From an optimization exercise on the open Yosys and OpenROAD flow, aimed at small area and a short achievable clock period; shortcuts taken in it are not production practice.
Function was checked by simulation only, so behaviour that the tests miss may differ from the original.

## flow/design.v (module list and top-level ports; edited modules follow where they fit)
// module CSA_3_2: 10 lines
// module BOOTH_ENC: 10 lines
// module C42_4_2: 16 lines
// module C42N_4_2: 14 lines
// module HA_2_2: 9 lines
// module CPA_32: 200 lines
// module GP_1: 4 lines
// module GO_1: 3 lines
// module INC_18: 83 lines
// module conv1d: 2361 lines
module conv1d (
    input clk,
    input rst_n,
    input w_valid,
    input [47:0] w_in,
    input [15:0] x,
    input [15:0] b,
    output [31:0] y
);
  // ...
==> flow/flow/run.sh <==
#!/bin/bash
# The standard layout (the standard.sh, unchanged), with plain buf_1
# cells as the port buffers instead of the delay buffers that ORFS's
# buffer_ports picks by default.  standard.sh's full output goes to
# standard.log; ORFS writes each step's log under orfs/logs/.
export BUFFER_PORTS_ARGS="-buffer_cell sky130_fd_sc_hd__buf_1"
bash standard.sh > standard.log 2>&1
==> flow/standard.sh <==
#!/bin/bash
# synth_recipe.tcl (not shown) runs the flow's synth.tcl, then flattens the netlist and writes it again
# the make line also repeats each setting of config.mk as NAME=value (left out here)
make -C /OpenROAD-flow-scripts/flow DESIGN_CONFIG=/design/flow/config.mk WORK_HOME=/design/flow/orfs CLKGATE_MAP_FILE= SYNTH_SCRIPT=/design/flow/synth_recipe.tcl "${@:-finish}"
==> flow/config.mk <==
export PLATFORM = sky130hd
export DESIGN_NAME = conv1d
export DESIGN_NICKNAME = conv1d
export VERILOG_FILES = /design/flow/design.v
export SDC_FILE = /design/flow/constraint.sdc
export NUM_CORES = 4
export LEC_CHECK = 0
export CAP_MARGIN = 75
export CORE_MARGIN = 2
export CORE_UTILIZATION = 65
export CTS_CLUSTER_DIAMETER = 60
export CTS_CLUSTER_SIZE = 30
export PLACE_DENSITY = 0.75
export SETUP_SLACK_MARGIN = 5
export SLEW_MARGIN = 75
export SYNTH_HIERARCHICAL = 1
export SYNTH_MINIMUM_KEEP_SIZE = 0
==> flow/constraint.sdc <==
create_clock -name core_clock -period 10.0 [get_ports {clk}]
set_input_delay 2.0000 -clock core_clock [delete_from_list [all_inputs] [get_ports {clk}]]
set_output_delay 2.0000 -clock core_clock [all_outputs]
set_load 0.01 [all_outputs]
==> results.cfg, run 1 <==
[layout]
fill_cells = 3082
area_delta_synth_final_pct = 9.360
seq_cell_count = 470
drive_above_1_share = 0.1241

[synth]
synthesis.area_sq_um = 30920
synth_xor_area_frac = 0.1636
synth-async-reset-ratio = 0.9660
synth.avg_cell_area_sq_um = 13.07
synthMuxAreaShare = 0.01930
synth_compound_area_frac = 0.1203
synth.yosys.seq_area_share = 0.3788

[route]
drt-total-wl_microns = 71590
vias = 19080
wl_per_cell_microns = 23.74
route.met3.wl_microns = 6096

[clock_network]
cts_buffers = 38

[die]
die_area_sq_um = 49330

[sta]
finalCritPeriodShare = 0.3846

[critical_path]
cp.arrival_ns = 4.30

[place]
dp.cells = 2945

[status]
status = finished clean
==> module CPA_32, before the edit <==
module CPA_32 (
    input [31:0] a,
    input [31:0] b,
    output [31:0] s
);
  wire [31:0] p0 = a ^ b;
  wire [31:0] g0 = a & b;
  wire G0;
  GO_1 u_go0 (.gh(g0[1]), .ph(p0[1]), .gl(g0[0]), .g(G0));
  wire G1, P1;
  GP_1 u_gp1 (.gh(g0[3]), .ph(p0[3]), .gl(g0[2]), .pl(p0[2]), .g(G1), .p(P1));
  wire G2, P2;
  GP_1 u_gp2 (.gh(g0[5]), .ph(p0[5]), .gl(g0[4]), .pl(p0[4]), .g(G2), .p(P2));
  wire G3, P3;
  GP_1 u_gp3 (.gh(g0[7]), .ph(p0[7]), .gl(g0[6]), .pl(p0[6]), .g(G3), .p(P3));
  wire G4, P4;
  GP_1 u_gp4 (.gh(g0[9]), .ph(p0[9]), .gl(g0[8]), .pl(p0[8]), .g(G4), .p(P4));
  wire G5, P5;
  GP_1 u_gp5 (.gh(g0[11]), .ph(p0[11]), .gl(g0[10]), .pl(p0[10]), .g(G5), .p(P5));
  wire G6, P6;
  GP_1 u_gp6 (.gh(g0[13]), .ph(p0[13]), .gl(g0[12]), .pl(p0[12]), .g(G6), .p(P6));
  wire G7, P7;
  GP_1 u_gp7 (.gh(g0[15]), .ph(p0[15]), .gl(g0[14]), .pl(p0[14]), .g(G7), .p(P7));
  wire G8, P8;
  GP_1 u_gp8 (.gh(g0[17]), .ph(p0[17]), .gl(g0[16]), .pl(p0[16]), .g(G8), .p(P8));
  wire G9, P9;
  GP_1 u_gp9 (.gh(g0[19]), .ph(p0[19]), .gl(g0[18]), .pl(p0[18]), .g(G9), .p(P9));
  wire G10, P10;
  GP_1 u_gp10 (.gh(g0[21]), .ph(p0[21]), .gl(g0[20]), .pl(p0[20]), .g(G10), .p(P10));
  wire G11, P11;
  GP_1 u_gp11 (.gh(g0[23]), .ph(p0[23]), .gl(g0[22]), .pl(p0[22]), .g(G11), .p(P11));
  wire G12, P12;
  GP_1 u_gp12 (.gh(g0[25]), .ph(p0[25]), .gl(g0[24]), .pl(p0[24]), .g(G12), .p(P12));
  wire G13, P13;
  GP_1 u_gp13 (.gh(g0[27]), .ph(p0[27]), .gl(g0[26]), .pl(p0[26]), .g(G13), .p(P13));
  wire G14, P14;
  GP_1 u_gp14 (.gh(g0[29]), .ph(p0[29]), .gl(g0[28]), .pl(p0[28]), .g(G14), .p(P14));
  wire G15, P15;
  GP_1 u_gp15 (.gh(g0[31]), .ph(p0[31]), .gl(g0[30]), .pl(p0[30]), .g(G15), .p(P15));
  wire G16;
  GO_1 u_go16 (.gh(g0[2]), .ph(p0[2]), .gl(G0), .g(G16));
  wire G17;
  GO_1 u_go17 (.gh(G1), .ph(P1), .gl(G0), .g(G17));
  wire G18, P18;
  GP_1 u_gp18 (.gh(g0[6]), .ph(p0[6]), .gl(G2), .pl(P2), .g(G18), .p(P18));
  wire G19, P19;
  GP_1 u_gp19 (.gh(G3), .ph(P3), .gl(G2), .pl(P2), .g(G19), .p(P19));
  wire G20, P20;
  GP_1 u_gp20 (.gh(g0[10]), .ph(p0[10]), .gl(G4), .pl(P4), .g(G20), .p(P20));
  wire G21, P21;
  GP_1 u_gp21 (.gh(G5), .ph(P5), .gl(G4), .pl(P4), .g(G21), .p(P21));
  wire G22, P22;
  GP_1 u_gp22 (.gh(g0[14]), .ph(p0[14]), .gl(G6), .pl(P6), .g(G22), .p(P22));
  wire G23, P23;
  GP_1 u_gp23 (.gh(G7), .ph(P7), .gl(G6), .pl(P6), .g(G23), .p(P23));
  wire G24, P24;
  GP_1 u_gp24 (.gh(g0[18]), .ph(p0[18]), .gl(G8), .pl(P8), .g(G24), .p(P24));
  wire G25, P25;
  GP_1 u_gp25 (.gh(G9), .ph(P9), .gl(G8), .pl(P8), .g(G25), .p(P25));
  wire G26, P26;
  GP_1 u_gp26 (.gh(g0[22]), .ph(p0[22]), .gl(G10), .pl(P10), .g(G26), .p(P26));
  wire G27, P27;
  GP_1 u_gp27 (.gh(G11), .ph(P11), .gl(G10), .pl(P10), .g(G27), .p(P27));
  wire G28, P28;
  GP_1 u_gp28 (.gh(g0[26]), .ph(p0[26]), .gl(G12), .pl(P12), .g(G28), .p(P28));
  wire G29, P29;
  GP_1 u_gp29 (.gh(G13), .ph(P13), .gl(G12), .pl(P12), .g(G29), .p(P29));
  wire G30, P30;
  GP_1 u_gp30 (.gh(g0[30]), .ph(p0[30]), .gl(G14), .pl(P14), .g(G30), .p(P30));
  wire G31, P31;
  GP_1 u_gp31 (.gh(G15), .ph(P15), .gl(G14), .pl(P14), .g(G31), .p(P31));
  wire G32;
  GO_1 u_go32 (.gh(g0[4]), .ph(p0[4]), .gl(G17), .g(G32));
  wire G33;
  GO_1 u_go33 (.gh(G2), .ph(P2), .gl(G17), .g(G33));
  wire G34;
  GO_1 u_go34 (.gh(G18), .ph(P18), .gl(G17), .g(G34));
  wire G35;
  GO_1 u_go35 (.gh(G19), .ph(P19), .gl(G17), .g(G35));
  wire G36, P36;
  GP_1 u_gp36 (.gh(g0[12]), .ph(p0[12]), .gl(G21), .pl(P21), .g(G36), .p(P36));
  wire G37, P37;
  GP_1 u_gp37 (.gh(G6), .ph(P6), .gl(G21), .pl(P21), .g(G37), .p(P37));
  wire G38, P38;
  GP_1 u_gp38 (.gh(G22), .ph(P22), .gl(G21), .pl(P21), .g(G38), .p(P38));
  wire G39, P39;
  GP_1 u_gp39 (.gh(G23), .ph(P23), .gl(G21), .pl(P21), .g(G39), .p(P39));
  wire G40, P40;
  GP_1 u_gp40 (.gh(g0[20]), .ph(p0[20]), .gl(G25), .pl(P25), .g(G40), .p(P40));
  wire G41, P41;
  GP_1 u_gp41 (.gh(G10), .ph(P10), .gl(G25), .pl(P25), .g(G41), .p(P41));
  wire G42, P42;
  GP_1 u_gp42 (.gh(G26), .ph(P26), .gl(G25), .pl(P25), .g(G42), .p(P42));
  wire G43, P43;
  GP_1 u_gp43 (.gh(G27), .ph(P27), .gl(G25), .pl(P25), .g(G43), .p(P43));
  wire G44, P44;
  GP_1 u_gp44 (.gh(g0[28]), .ph(p0[28]), .gl(G29), .pl(P29), .g(G44), .p(P44));
  wire G45, P45;
  GP_1 u_gp45 (.gh(G14), .ph(P14), .gl(G29), .pl(P29), .g(G45), .p(P45));
  wire G46, P46;
  GP_1 u_gp46 (.gh(G30), .ph(P30), .gl(G29), .pl(P29), .g(G46), .p(P46));
  wire G47, P47;
  GP_1 u_gp47 (.gh(G31), .ph(P31), .gl(G29), .pl(P29), .g(G47), .p(P47));
  wire G48;
  GO_1 u_go48 (.gh(g0[8]), .ph(p0[8]), .gl(G35), .g(G48));
  wire G49;
  GO_1 u_go49 (.gh(G4), .ph(P4), .gl(G35), .g(G49));
  wire G50;
  GO_1 u_go50 (.gh(G20), .ph(P20), .gl(G35), .g(G50));
  wire G51;
  GO_1 u_go51 (.gh(G21), .ph(P21), .gl(G35), .g(G51));
  wire G52;
  GO_1 u_go52 (.gh(G36), .ph(P36), .gl(G35), .g(G52));
  wire G53;
  GO_1 u_go53 (.gh(G37), .ph(P37), .gl(G35), .g(G53));
  wire G54;
  GO_1 u_go54 (.gh(G38), .ph(P38), .gl(G35), .g(G54));
  wire G55;
  GO_1 u_go55 (.gh(G39), .ph(P39), .gl(G35), .g(G55));
  wire G56, P56;
  GP_1 u_gp56 (.gh(g0[24]), .ph(p0[24]), .gl(G43), .pl(P43), .g(G56), .p(P56));
  wire G57, P57;
  GP_1 u_gp57 (.gh(G12), .ph(P12), .gl(G43), .pl(P43), .g(G57), .p(P57));
  wire G58, P58;
  GP_1 u_gp58 (.gh(G28), .ph(P28), .gl(G43), .pl(P43), .g(G58), .p(P58));
  wire G59, P59;
  GP_1 u_gp59 (.gh(G29), .ph(P29), .gl(G43), .pl(P43), .g(G59), .p(P59));
  wire G60, P60;
  GP_1 u_gp60 (.gh(G44), .ph(P44), .gl(G43), .pl(P43), .g(G60), .p(P60));
  wire G61, P61;
  GP_1 u_gp61 (.gh(G45), .ph(P45), .gl(G43), .pl(P43), .g(G61), .p(P61));
  wire G62, P62;
  GP_1 u_gp62 (.gh(G46), .ph(P46), .gl(G43), .pl(P43), .g(G62), .p(P62));
  wire G63, P63;
  GP_1 u_gp63 (.gh(G47), .ph(P47), .gl(G43), .pl(P43), .g(G63), .p(P63));
  wire G64;
  GO_1 u_go64 (.gh(g0[16]), .ph(p0[16]), .gl(G55), .g(G64));
  wire G65;
  GO_1 u_go65 (.gh(G8), .ph(P8), .gl(G55), .g(G65));
  wire G66;
  GO_1 u_go66 (.gh(G24), .ph(P24), .gl(G55), .g(G66));
  wire G67;
  GO_1 u_go67 (.gh(G25), .ph(P25), .gl(G55), .g(G67));
  wire G68;
  GO_1 u_go68 (.gh(G40), .ph(P40), .gl(G55), .g(G68));
  wire G69;
  GO_1 u_go69 (.gh(G41), .ph(P41), .gl(G55), .g(G69));
  wire G70;
  GO_1 u_go70 (.gh(G42), .ph(P42), .gl(G55), .g(G70));
  wire G71;
  GO_1 u_go71 (.gh(G43), .ph(P43), .gl(G55), .g(G71));
  wire G72;
  GO_1 u_go72 (.gh(G56), .ph(P56), .gl(G55), .g(G72));
  wire G73;
  GO_1 u_go73 (.gh(G57), .ph(P57), .gl(G55), .g(G73));
  wire G74;
  GO_1 u_go74 (.gh(G58), .ph(P58), .gl(G55), .g(G74));
  wire G75;
  GO_1 u_go75 (.gh(G59), .ph(P59), .gl(G55), .g(G75));
  wire G76;
  GO_1 u_go76 (.gh(G60), .ph(P60), .gl(G55), .g(G76));
  wire G77;
  GO_1 u_go77 (.gh(G61), .ph(P61), .gl(G55), .g(G77));
  wire G78;
  GO_1 u_go78 (.gh(G62), .ph(P62), .gl(G55), .g(G78));
  wire G79;
  GO_1 u_go79 (.gh(G63), .ph(P63), .gl(G55), .g(G79));
  assign s[0] = p0[0];
  assign s[1] = p0[1] ^ g0[0];
  assign s[2] = p0[2] ^ G0;
  assign s[3] = p0[3] ^ G16;
  assign s[4] = p0[4] ^ G17;
  assign s[5] = p0[5] ^ G32;
  assign s[6] = p0[6] ^ G33;
  assign s[7] = p0[7] ^ G34;
  assign s[8] = p0[8] ^ G35;
  assign s[9] = p0[9] ^ G48;
  assign s[10] = p0[10] ^ G49;
  assign s[11] = p0[11] ^ G50;
  assign s[12] = p0[12] ^ G51;
  assign s[13] = p0[13] ^ G52;
  assign s[14] = p0[14] ^ G53;
  assign s[15] = p0[15] ^ G54;
  assign s[16] = p0[16] ^ G55;
  assign s[17] = p0[17] ^ G64;
  assign s[18] = p0[18] ^ G65;
  assign s[19] = p0[19] ^ G66;
  assign s[20] = p0[20] ^ G67;
  assign s[21] = p0[21] ^ G68;
  assign s[22] = p0[22] ^ G69;
  assign s[23] = p0[23] ^ G70;
  assign s[24] = p0[24] ^ G71;
  assign s[25] = p0[25] ^ G72;
  assign s[26] = p0[26] ^ G73;
  assign s[27] = p0[27] ^ G74;
  assign s[28] = p0[28] ^ G75;
  assign s[29] = p0[29] ^ G76;
  assign s[30] = p0[30] ^ G77;
  assign s[31] = p0[31] ^ G78;
endmodule
==> inputs of run 2 (changes only) <==
--- a/flow/design.v
+++ b/flow/design.v
@@ -66,164 +66,164 @@
   wire [31:0] p0 = a ^ b;
   wire [31:0] g0 = a & b;
-  wire G0;
-  GO_1 u_go0 (.gh(g0[1]), .ph(p0[1]), .gl(g0[0]), .g(G0));
-  wire G1, P1;
-  GP_1 u_gp1 (.gh(g0[3]), .ph(p0[3]), .gl(g0[2]), .pl(p0[2]), .g(G1), .p(P1));
-  wire G2, P2;
-  GP_1 u_gp2 (.gh(g0[5]), .ph(p0[5]), .gl(g0[4]), .pl(p0[4]), .g(G2), .p(P2));
-  wire G3, P3;
-  GP_1 u_gp3 (.gh(g0[7]), .ph(p0[7]), .gl(g0[6]), .pl(p0[6]), .g(G3), .p(P3));
-  wire G4, P4;
-  GP_1 u_gp4 (.gh(g0[9]), .ph(p0[9]), .gl(g0[8]), .pl(p0[8]), .g(G4), .p(P4));
-  wire G5, P5;
-  GP_1 u_gp5 (.gh(g0[11]), .ph(p0[11]), .gl(g0[10]), .pl(p0[10]), .g(G5), .p(P5));
-  wire G6, P6;
-  GP_1 u_gp6 (.gh(g0[13]), .ph(p0[13]), .gl(g0[12]), .pl(p0[12]), .g(G6), .p(P6));
-  wire G7, P7;
-  GP_1 u_gp7 (.gh(g0[15]), .ph(p0[15]), .gl(g0[14]), .pl(p0[14]), .g(G7), .p(P7));
-  wire G8, P8;
-  GP_1 u_gp8 (.gh(g0[17]), .ph(p0[17]), .gl(g0[16]), .pl(p0[16]), .g(G8), .p(P8));
-  wire G9, P9;
-  GP_1 u_gp9 (.gh(g0[19]), .ph(p0[19]), .gl(g0[18]), .pl(p0[18]), .g(G9), .p(P9));
-  wire G10, P10;
-  GP_1 u_gp10 (.gh(g0[21]), .ph(p0[21]), .gl(g0[20]), .pl(p0[20]), .g(G10), .p(P10));
-  wire G11, P11;
-  GP_1 u_gp11 (.gh(g0[23]), .ph(p0[23]), .gl(g0[22]), .pl(p0[22]), .g(G11), .p(P11));
-  wire G12, P12;
-  GP_1 u_gp12 (.gh(g0[25]), .ph(p0[25]), .gl(g0[24]), .pl(p0[24]), .g(G12), .p(P12));
-  wire G13, P13;
-  GP_1 u_gp13 (.gh(g0[27]), .ph(p0[27]), .gl(g0[26]), .pl(p0[26]), .g(G13), .p(P13));
-  wire G14, P14;
-  GP_1 u_gp14 (.gh(g0[29]), .ph(p0[29]), .gl(g0[28]), .pl(p0[28]), .g(G14), .p(P14));
-  wire G15, P15;
-  GP_1 u_gp15 (.gh(g0[31]), .ph(p0[31]), .gl(g0[30]), .pl(p0[30]), .g(G15), .p(P15));
-  wire G16;
-  GO_1 u_go16 (.gh(g0[2]), .ph(p0[2]), .gl(G0), .g(G16));
-  wire G17;
-  GO_1 u_go17 (.gh(G1), .ph(P1), .gl(G0), .g(G17));
-  wire G18, P18;
-  GP_1 u_gp18 (.gh(g0[6]), .ph(p0[6]), .gl(G2), .pl(P2), .g(G18), .p(P18));
-  wire G19, P19;
-  GP_1 u_gp19 (.gh(G3), .ph(P3), .gl(G2), .pl(P2), .g(G19), .p(P19));
-  wire G20, P20;
-  GP_1 u_gp20 (.gh(g0[10]), .ph(p0[10]), .gl(G4), .pl(P4), .g(G20), .p(P20));
-  wire G21, P21;
-  GP_1 u_gp21 (.gh(G5), .ph(P5), .gl(G4), .pl(P4), .g(G21), .p(P21));
-  wire G22, P22;
-  GP_1 u_gp22 (.gh(g0[14]), .ph(p0[14]), .gl(G6), .pl(P6), .g(G22), .p(P22));
-  wire G23, P23;
-  GP_1 u_gp23 (.gh(G7), .ph(P7), .gl(G6), .pl(P6), .g(G23), .p(P23));
-  wire G24, P24;
-  GP_1 u_gp24 (.gh(g0[18]), .ph(p0[18]), .gl(G8), .pl(P8), .g(G24), .p(P24));
-  wire G25, P25;
-  GP_1 u_gp25 (.gh(G9), .ph(P9), .gl(G8), .pl(P8), .g(G25), .p(P25));
-  wire G26, P26;
-  GP_1 u_gp26 (.gh(g0[22]), .ph(p0[22]), .gl(G10), .pl(P10), .g(G26), .p(P26));
-  wire G27, P27;
-  GP_1 u_gp27 (.gh(G11), .ph(P11), .gl(G10), .pl(P10), .g(G27), .p(P27));
-  wire G28, P28;
-  GP_1 u_gp28 (.gh(g0[26]), .ph(p0[26]), .gl(G12), .pl(P12), .g(G28), .p(P28));
-  wire G29, P29;
-  GP_1 u_gp29 (.gh(G13), .ph(P13), .gl(G12), .pl(P12), .g(G29), .p(P29));
-  wire G30, P30;
-  GP_1 u_gp30 (.gh(g0[30]), .ph(p0[30]), .gl(G14), .pl(P14), .g(G30), .p(P30));
-  wire G31, P31;
-  GP_1 u_gp31 (.gh(G15), .ph(P15), .gl(G14), .pl(P14), .g(G31), .p(P31));
-  wire G32;
-  GO_1 u_go32 (.gh(g0[4]), .ph(p0[4]), .gl(G17), .g(G32));
-  wire G33;
-  GO_1 u_go33 (.gh(G2), .ph(P2), .gl(G17), .g(G33));
-  wire G34;
-  GO_1 u_go34 (.gh(G18), .ph(P18), .gl(G17), .g(G34));
-  wire G35;
-  GO_1 u_go35 (.gh(G19), .ph(P19), .gl(G17), .g(G35));
-  wire G36, P36;
-  GP_1 u_gp36 (.gh(g0[12]), .ph(p0[12]), .gl(G21), .pl(P21), .g(G36), .p(P36));
-  wire G37, P37;
-  GP_1 u_gp37 (.gh(G6), .ph(P6), .gl(G21), .pl(P21), .g(G37), .p(P37));
-  wire G38, P38;
-  GP_1 u_gp38 (.gh(G22), .ph(P22), .gl(G21), .pl(P21), .g(G38), .p(P38));
-  wire G39, P39;
-  GP_1 u_gp39 (.gh(G23), .ph(P23), .gl(G21), .pl(P21), .g(G39), .p(P39));
-  wire G40, P40;
-  GP_1 u_gp40 (.gh(g0[20]), .ph(p0[20]), .gl(G25), .pl(P25), .g(G40), .p(P40));
-  wire G41, P41;
-  GP_1 u_gp41 (.gh(G10), .ph(P10), .gl(G25), .pl(P25), .g(G41), .p(P41));
-  wire G42, P42;
-  GP_1 u_gp42 (.gh(G26), .ph(P26), .gl(G25), .pl(P25), .g(G42), .p(P42));
-  wire G43, P43;
-  GP_1 u_gp43 (.gh(G27), .ph(P27), .gl(G25), .pl(P25), .g(G43), .p(P43));
-  wire G44, P44;
-  GP_1 u_gp44 (.gh(g0[28]), .ph(p0[28]), .gl(G29), .pl(P29), .g(G44), .p(P44));
-  wire G45, P45;
-  GP_1 u_gp45 (.gh(G14), .ph(P14), .gl(G29), .pl(P29), .g(G45), .p(P45));
-  wire G46, P46;
-  GP_1 u_gp46 (.gh(G30), .ph(P30), .gl(G29), .pl(P29), .g(G46), .p(P46));
-  wire G47, P47;
-  GP_1 u_gp47 (.gh(G31), .ph(P31), .gl(G29), .pl(P29), .g(G47), .p(P47));
-  wire G48;
-  GO_1 u_go48 (.gh(g0[8]), .ph(p0[8]), .gl(G35), .g(G48));
-  wire G49;
-  GO_1 u_go49 (.gh(G4), .ph(P4), .gl(G35), .g(G49));
-  wire G50;
-  GO_1 u_go50 (.gh(G20), .ph(P20), .gl(G35), .g(G50));
-  wire G51;
-  GO_1 u_go51 (.gh(G21), .ph(P21), .gl(G35), .g(G51));
-  wire G52;
-  GO_1 u_go52 (.gh(G36), .ph(P36), .gl(G35), .g(G52));
-  wire G53;
-  GO_1 u_go53 (.gh(G37), .ph(P37), .gl(G35), .g(G53));
-  wire G54;
-  GO_1 u_go54 (.gh(G38), .ph(P38), .gl(G35), .g(G54));
-  wire G55;
-  GO_1 u_go55 (.gh(G39), .ph(P39), .gl(G35), .g(G55));
-  wire G56, P56;
-  GP_1 u_gp56 (.gh(g0[24]), .ph(p0[24]), .gl(G43), .pl(P43), .g(G56), .p(P56));
-  wire G57, P57;
-  GP_1 u_gp57 (.gh(G12), .ph(P12), .gl(G43), .pl(P43), .g(G57), .p(P57));
-  wire G58, P58;
-  GP_1 u_gp58 (.gh(G28), .ph(P28), .gl(G43), .pl(P43), .g(G58), .p(P58));
-  wire G59, P59;
-  GP_1 u_gp59 (.gh(G29), .ph(P29), .gl(G43), .pl(P43), .g(G59), .p(P59));
-  wire G60, P60;
-  GP_1 u_gp60 (.gh(G44), .ph(P44), .gl(G43), .pl(P43), .g(G60), .p(P60));
-  wire G61, P61;
-  GP_1 u_gp61 (.gh(G45), .ph(P45), .gl(G43), .pl(P43), .g(G61), .p(P61));
-  wire G62, P62;
-  GP_1 u_gp62 (.gh(G46), .ph(P46), .gl(G43), .pl(P43), .g(G62), .p(P62));
-  wire G63, P63;
-  GP_1 u_gp63 (.gh(G47), .ph(P47), .gl(G43), .pl(P43), .g(G63), .p(P63));
-  wire G64;
-  GO_1 u_go64 (.gh(g0[16]), .ph(p0[16]), .gl(G55), .g(G64));
-  wire G65;
-  GO_1 u_go65 (.gh(G8), .ph(P8), .gl(G55), .g(G65));
-  wire G66;
-  GO_1 u_go66 (.gh(G24), .ph(P24), .gl(G55), .g(G66));
-  wire G67;
-  GO_1 u_go67 (.gh(G25), .ph(P25), .gl(G55), .g(G67));
-  wire G68;
-  GO_1 u_go68 (.gh(G40), .ph(P40), .gl(G55), .g(G68));
-  wire G69;
-  GO_1 u_go69 (.gh(G41), .ph(P41), .gl(G55), .g(G69));
-  wire G70;
-  GO_1 u_go70 (.gh(G42), .ph(P42), .gl(G55), .g(G70));
-  wire G71;
-  GO_1 u_go71 (.gh(G43), .ph(P43), .gl(G55), .g(G71));
-  wire G72;
-  GO_1 u_go72 (.gh(G56), .ph(P56), .gl(G55), .g(G72));
-  wire G73;
-  GO_1 u_go73 (.gh(G57), .ph(P57), .gl(G55), .g(G73));
-  wire G74;
-  GO_1 u_go74 (.gh(G58), .ph(P58), .gl(G55), .g(G74));
-  wire G75;
-  GO_1 u_go75 (.gh(G59), .ph(P59), .gl(G55), .g(G75));
-  wire G76;
-  GO_1 u_go76 (.gh(G60), .ph(P60), .gl(G55), .g(G76));
-  wire G77;
-  GO_1 u_go77 (.gh(G61), .ph(P61), .gl(G55), .g(G77));
-  wire G78;
-  GO_1 u_go78 (.gh(G62), .ph(P62), .gl(G55), .g(G78));
-  wire G79;
-  GO_1 u_go79 (.gh(G63), .ph(P63), .gl(G55), .g(G79));
+  wire G0 = g0[1] | (p0[1] & g0[0]);
+  wire P0 = p0[1] & p0[0];
+  wire G1 = g0[3] | (p0[3] & g0[2]);
+  wire P1 = p0[3] & p0[2];
+  wire G2 = g0[5] | (p0[5] & g0[4]);
+  wire P2 = p0[5] & p0[4];
+  wire G3 = g0[7] | (p0[7] & g0[6]);
+  wire P3 = p0[7] & p0[6];
+  wire G4 = g0[9] | (p0[9] & g0[8]);
+  wire P4 = p0[9] & p0[8];
+  wire G5 = g0[11] | (p0[11] & g0[10]);
+  wire P5 = p0[11] & p0[10];
+  wire G6 = g0[13] | (p0[13] & g0[12]);
+  wire P6 = p0[13] & p0[12];
+  wire G7 = g0[15] | (p0[15] & g0[14]);
+  wire P7 = p0[15] & p0[14];
+  wire G8 = g0[17] | (p0[17] & g0[16]);
+  wire P8 = p0[17] & p0[16];
+  wire G9 = g0[19] | (p0[19] & g0[18]);
+  wire P9 = p0[19] & p0[18];
+  wire G10 = g0[21] | (p0[21] & g0[20]);
+  wire P10 = p0[21] & p0[20];
+  wire G11 = g0[23] | (p0[23] & g0[22]);
+  wire P11 = p0[23] & p0[22];
+  wire G12 = g0[25] | (p0[25] & g0[24]);
+  wire P12 = p0[25] & p0[24];
+  wire G13 = g0[27] | (p0[27] & g0[26]);
+  wire P13 = p0[27] & p0[26];
+  wire G14 = g0[29] | (p0[29] & g0[28]);
+  wire P14 = p0[29] & p0[28];
+  wire G15 = g0[31] | (p0[31] & g0[30]);
+  wire P15 = p0[31] & p0[30];
+  wire G16 = g0[2] | (p0[2] & G0);
+  wire P16 = p0[2] & P0;
+  wire G17 = G1 | (P1 & G0);
+  wire P17 = P1 & P0;
+  wire G18 = g0[6] | (p0[6] & G2);
+  wire P18 = p0[6] & P2;
+  wire G19 = G3 | (P3 & G2);
+  wire P19 = P3 & P2;
+  wire G20 = g0[10] | (p0[10] & G4);
+  wire P20 = p0[10] & P4;
+  wire G21 = G5 | (P5 & G4);
+  wire P21 = P5 & P4;
+  wire G22 = g0[14] | (p0[14] & G6);
+  wire P22 = p0[14] & P6;
+  wire G23 = G7 | (P7 & G6);
+  wire P23 = P7 & P6;
+  wire G24 = g0[18] | (p0[18] & G8);
+  wire P24 = p0[18] & P8;
+  wire G25 = G9 | (P9 & G8);
+  wire P25 = P9 & P8;
+  wire G26 = g0[22] | (p0[22] & G10);
+  wire P26 = p0[22] & P10;
+  wire G27 = G11 | (P11 & G10);
+  wire P27 = P11 & P10;
+  wire G28 = g0[26] | (p0[26] & G12);
+  wire P28 = p0[26] & P12;
+  wire G29 = G13 | (P13 & G12);
+  wire P29 = P13 & P12;
+  wire G30 = g0[30] | (p0[30] & G14);
+  wire P30 = p0[30] & P14;
+  wire G31 = G15 | (P15 & G14);
+  wire P31 = P15 & P14;
+  wire G32 = g0[4] | (p0[4] & G17);
+  wire P32 = p0[4] & P17;
+  wire G33 = G2 | (P2 & G17);
+  wire P33 = P2 & P17;
+  wire G34 = G18 | (P18 & G17);
+  wire P34 = P18 & P17;
+  wire G35 = G19 | (P19 & G17);
+  wire P35 = P19 & P17;
+  wire G36 = g0[12] | (p0[12] & G21);
+  wire P36 = p0[12] & P21;
+  wire G37 = G6 | (P6 & G21);
+  wire P37 = P6 & P21;
+  wire G38 = G22 | (P22 & G21);
+  wire P38 = P22 & P21;
+  wire G39 = G23 | (P23 & G21);
+  wire P39 = P23 & P21;
+  wire G40 = g0[20] | (p0[20] & G25);
+  wire P40 = p0[20] & P25;
+  wire G41 = G10 | (P10 & G25);
+  wire P41 = P10 & P25;
+  wire G42 = G26 | (P26 & G25);
+  wire P42 = P26 & P25;
+  wire G43 = G27 | (P27 & G25);
+  wire P43 = P27 & P25;
+  wire G44 = g0[28] | (p0[28] & G29);
+  wire P44 = p0[28] & P29;
+  wire G45 = G14 | (P14 & G29);
+  wire P45 = P14 & P29;
+  wire G46 = G30 | (P30 & G29);
+  wire P46 = P30 & P29;
+  wire G47 = G31 | (P31 & G29);
+  wire P47 = P31 & P29;
+  wire G48 = g0[8] | (p0[8] & G35);
+  wire P48 = p0[8] & P35;
+  wire G49 = G4 | (P4 & G35);
+  wire P49 = P4 & P35;
+  wire G50 = G20 | (P20 & G35);
+  wire P50 = P20 & P35;
+  wire G51 = G21 | (P21 & G35);
+  wire P51 = P21 & P35;
+  wire G52 = G36 | (P36 & G35);
+  wire P52 = P36 & P35;
+  wire G53 = G37 | (P37 & G35);
+  wire P53 = P37 & P35;
+  wire G54 = G38 | (P38 & G35);
+  wire P54 = P38 & P35;
+  wire G55 = G39 | (P39 & G35);
+  wire P55 = P39 & P35;
+  wire G56 = g0[24] | (p0[24] & G43);
+  wire P56 = p0[24] & P43;
+  wire G57 = G12 | (P12 & G43);
+  wire P57 = P12 & P43;
+  wire G58 = G28 | (P28 & G43);
+  wire P58 = P28 & P43;
+  wire G59 = G29 | (P29 & G43);
+  wire P59 = P29 & P43;
+  wire G60 = G44 | (P44 & G43);
+  wire P60 = P44 & P43;
+  wire G61 = G45 | (P45 & G43);
+  wire P61 = P45 & P43;
+  wire G62 = G46 | (P46 & G43);
+  wire P62 = P46 & P43;
+  wire G63 = G47 | (P47 & G43);
+  wire P63 = P47 & P43;
+  wire G64 = g0[16] | (p0[16] & G55);
+  wire P64 = p0[16] & P55;
+  wire G65 = G8 | (P8 & G55);
+  wire P65 = P8 & P55;
+  wire G66 = G24 | (P24 & G55);
+  wire P66 = P24 & P55;
+  wire G67 = G25 | (P25 & G55);
+  wire P67 = P25 & P55;
+  wire G68 = G40 | (P40 & G55);
+  wire P68 = P40 & P55;
+  wire G69 = G41 | (P41 & G55);
+  wire P69 = P41 & P55;
+  wire G70 = G42 | (P42 & G55);
+  wire P70 = P42 & P55;
+  wire G71 = G43 | (P43 & G55);
+  wire P71 = P43 & P55;
+  wire G72 = G56 | (P56 & G55);
+  wire P72 = P56 & P55;
+  wire G73 = G57 | (P57 & G55);
+  wire P73 = P57 & P55;
+  wire G74 = G58 | (P58 & G55);
+  wire P74 = P58 & P55;
+  wire G75 = G59 | (P59 & G55);
+  wire P75 = P59 & P55;
+  wire G76 = G60 | (P60 & G55);
+  wire P76 = P60 & P55;
+  wire G77 = G61 | (P61 & G55);
+  wire P77 = P61 & P55;
+  wire G78 = G62 | (P62 & G55);
+  wire P78 = P62 & P55;
+  wire G79 = G63 | (P63 & G55);
+  wire P79 = P63 & P55;
   assign s[0] = p0[0];
   assign s[1] = p0[1] ^ g0[0];
@@ -259,11 +259,4 @@
   assign s[31] = p0[31] ^ G78;
 endmodule
-module GP_1 (input gh, input ph, input gl, input pl, output g, output p);
-  assign g = gh | (ph & gl);
-  assign p = ph & pl;
-endmodule
-module GO_1 (input gh, input ph, input gl, output g);
-  assign g = gh | (ph & gl);
-endmodule
 module INC_18 (
     input [17:0] a,
--- a/flow/config.mk
+++ b/flow/config.mk
@@ -9,6 +9,4 @@
 export CORE_MARGIN = 2
 export CORE_UTILIZATION = 65
-export CTS_CLUSTER_DIAMETER = 60
-export CTS_CLUSTER_SIZE = 30
 export PLACE_DENSITY = 0.75
 export SETUP_SLACK_MARGIN = 5
==> results.cfg, run 2 <==
[hold_path]
min_path_cells = 0
min_to = sc2_2$_DFF_PN0_
hp-class = reg2reg
worstHoldStart = bc1_2$_DFF_PN0_

[grt]
grt_max_degree = 53
grt_pass1_wl_microns = 120700
antenna_found_initial = 1
grt_overflow = 0
grt_usage = 0.3168
grt_pass1_vias = 21690

[clock_network]
postCtsSetupBuffers = 0
holdBufCountCts = 0
clkTransAtPathRegs_ns = 0.06
clock_sinks = 470
htreeDepth = 2
ctsResizeCount = 0
cts_tree = built
clk_latency_ns = 0.61
cts_buffers = 51
cts-root-buf = clkbuf_16
cts_buffer_depth = 3

[layout]
final_nets = 2940
utilization = 0.7362
fin_area_sq_um = 34420
most-common-layout-cells = 424 x xnor2_1, 390 x dfrtp_1, 340 x a22oi_1
area_delta_synth_final_pct = 11.43
top_register = yr
layout_commonest_cell = xnor2_1
antenna_cells = 0
largestRegisters = yr: 32 flops, br: 17 flops
largest_register_ff_count = 32
drive_above_1_share = 0.1387
fin_cells = 3072

[sta]
layout_min_cycle_time_ns = 3.975
skew_ns = 0.03211
final_max_slew_viol_count = 0
finalCritPeriodShare = 0.3975
rsz0062_at_grt = no
setup_tns_ns = 0
max_freq_ghz = 0.2515
finalHoldViolations = 0
setup_viol = 0

[route]
dr.pass1.iters = 6
drtAntennaViolNets = 0
wl_per_cell_microns = 24.55
drt-total-wl_microns = 75410
detailedRoute.firstIterationViolations = 2295
vias = 19660
drc = 0
vias_per_cell = 6.399

[synth]
yosysMostFrequentCell = dfrtp_1
yosys-top-cells-count = 428 x dfrtp_1, 424 x xnor2_1, 340 x a22oi_1
synth_cells = 2385
ys_ff_latch = 470
synth_top_area_share = 0.3468
yosysTopAreaCell = dfrtp_1
synth.yosys.seq_area_share = 0.3792
yosysUniqueCellTypes = 57
synth_edf_count = 0
synth-async-reset-ratio = 0.9660
synth_top_cells_by_area = dfrtp_1 35%, fa_1 22%, xnor2_1 12%
synth-warning-count = 7
synth_flop_cell = dfrtp_1
synthesis.area_sq_um = 30890
synth.avg_cell_area_sq_um = 12.95

[status]
status = finished clean

[critical_path]
path_max_fanout = 5
cp.arrival_ns = 4.50
worst_setup_path_end_kind = flip-flop
crit_path_start_kind = flip-flop
reg2reg_to = yr[31]$_DFF_PN0_
ff2ff_path_depth = 16
ff2ff_setup_slack_ns = 6.02
cp.required_ns = 10.52
r2r-start = sc0_6$_DFF_PN0_
path_class = reg2reg

[die]
die_h_microns = 222.0
initial_core_util = 0.6606
rows = 79
ios = 115
die_w_microns = 222.0
die_area_sq_um = 49280
coreArea_sq_um = 46750

[place]
port_buffers = 114
dpl.hpwl_microns = 51840
dp.cells = 2977
gp_congestion = 0.8770
postPlaceCellArea_sq_um = 32540

[job]
drv_cap = 0
==> run 2: cell count changes after synthesis, sizes merged, moves of 15 or more <==
cell	previous run	this run
a21o	75	4
and2	45	2
xor2	89	63
inv	3	28
a21oi	0	19
nor2	27	42
==> run 2: stage by stage <==
step                      hold slack [ns]  worst slack [ns]
after CTS                          0.3329             6.055
after detailed placement           0.3347             5.623
final                              0.3297             6.025
after floorplan                    0.3312             5.967
after global placement             0.3321             5.284
after global routing               0.3353             5.793
==> run 2: critical path, cell delays in order (launching register included) <==
cell and delay, ns:
dfrtp_1 0.43, fa_1 0.53, maj3_1 0.41, xor2_1 0.17, xnor2_1 0.13, ha_1 0.34
nand3_1 0.14, a211oi_2 0.35, o211ai_1 0.16, buf_2 0.17, buf_1 0.14, buf_1 0.14
buf_1 0.13, a211oi_4 0.18, buf_2 0.20, nor3_1 0.08, a211oi_2 0.19
==> run 2: area by class of cell <==
| class | count | area (sq um) |
|---|---|---|
| clock inverter | 31 | 415.4 |
| clock buffer | 63 | 1413 |
| sequential | 470 | 11850 |
| inverter | 28 | 105.1 |
| multi-input combinational | 1668 | 18180 |
| fill | 2980 | 12340 |
| timing repair buffer | 205 | 1693 |
| tap | 607 | 759.5 |
==> run 2: cell families (layout without fill, tap and decap cells) <==
family,after synthesis,count (layout),share of synthesized area
compound gates,483,483,0.1174
fa+ha+maj,462,462,0.2657
other cells,1,4,0.0001214
simple gates,155,155,0.02204
buf+inv,250,327,0.03682
mux,48,48,0.01932
xor+xnor,516,516,0.1593
flops,470,470,0.3792
==> run 2: per-module statistics from Yosys, one instance, submodules excluded <==
module     area, sq um  cells
conv1d           19910   1554
CSA_3_2          20.02      1
BOOTH_ENC        38.79      5
HA_2_2           12.51      1
CPA_32            1494    202
C42_4_2          62.56      7
C42N_4_2         46.29      3
==> run 2: metal layers <==
| layer | global-route usage | vias up | wire (microns) |
|---|---|---|---|
| met5 | 0 | - | 15 |
| met4 | 0.1231 | 2 | 2837 |
| met3 | 0.06202 | 273 | 7116 |
| met2 | 0.5114 | 1186 | 35910 |
| met1 | 0.4299 | 10010 | 29530 |
| li1 | - | 8191 | - |
==> run 2: how the worst max path moves through the flow <==
stage                               start          endpoint  cells past startpoint
after global routing      sc0_6$_DFF_PN0_  yr[31]$_DFF_PN0_                     16
after detailed placement            x[15]  sc5_15$_DFF_PN0_                     10
final                     sc0_6$_DFF_PN0_  yr[31]$_DFF_PN0_                     16
after CTS                 sc0_6$_DFF_PN0_  yr[31]$_DFF_PN0_                     15
after floorplan                   w_valid  sc5_15$_DFF_PN0_                      8
after global placement              x[11]  sc5_17$_DFF_PN0_                      7

static timing again, ports no longer ideal:
No port has a modelled driver above. Below, the same layouts with a new extraction and two added sets of constraints.
Step 1, drivers: a clkbuf_16 drives clk and a buf_2 each remaining input, both assumed.
Step 2, shift: input delay + t, output delay - t, t = (earliest + latest rising clock arrival at the registers) / 2. This alone moves slack from input paths to output paths.
Slacks: ideal / step 1 / step 2; pairs: ideal / step 1.
| run | t (ns) | slack for setup (ns) | latest minus earliest clock arrival (ns) |
|---|---|---|---|
| run 1 | 0.639 | 6.154 / 6.170 / 5.531 | 0.035 / 0.035 |
| run 2 | 0.653 | 6.025 / 6.025 / 5.562 | 0.036 / 0.036 |
After both steps setup and hold are still met in every run listed. For run 1, which loses most, drivers alone change the setup slack by +0.016 ns; drivers and shift together by -0.623 ns.
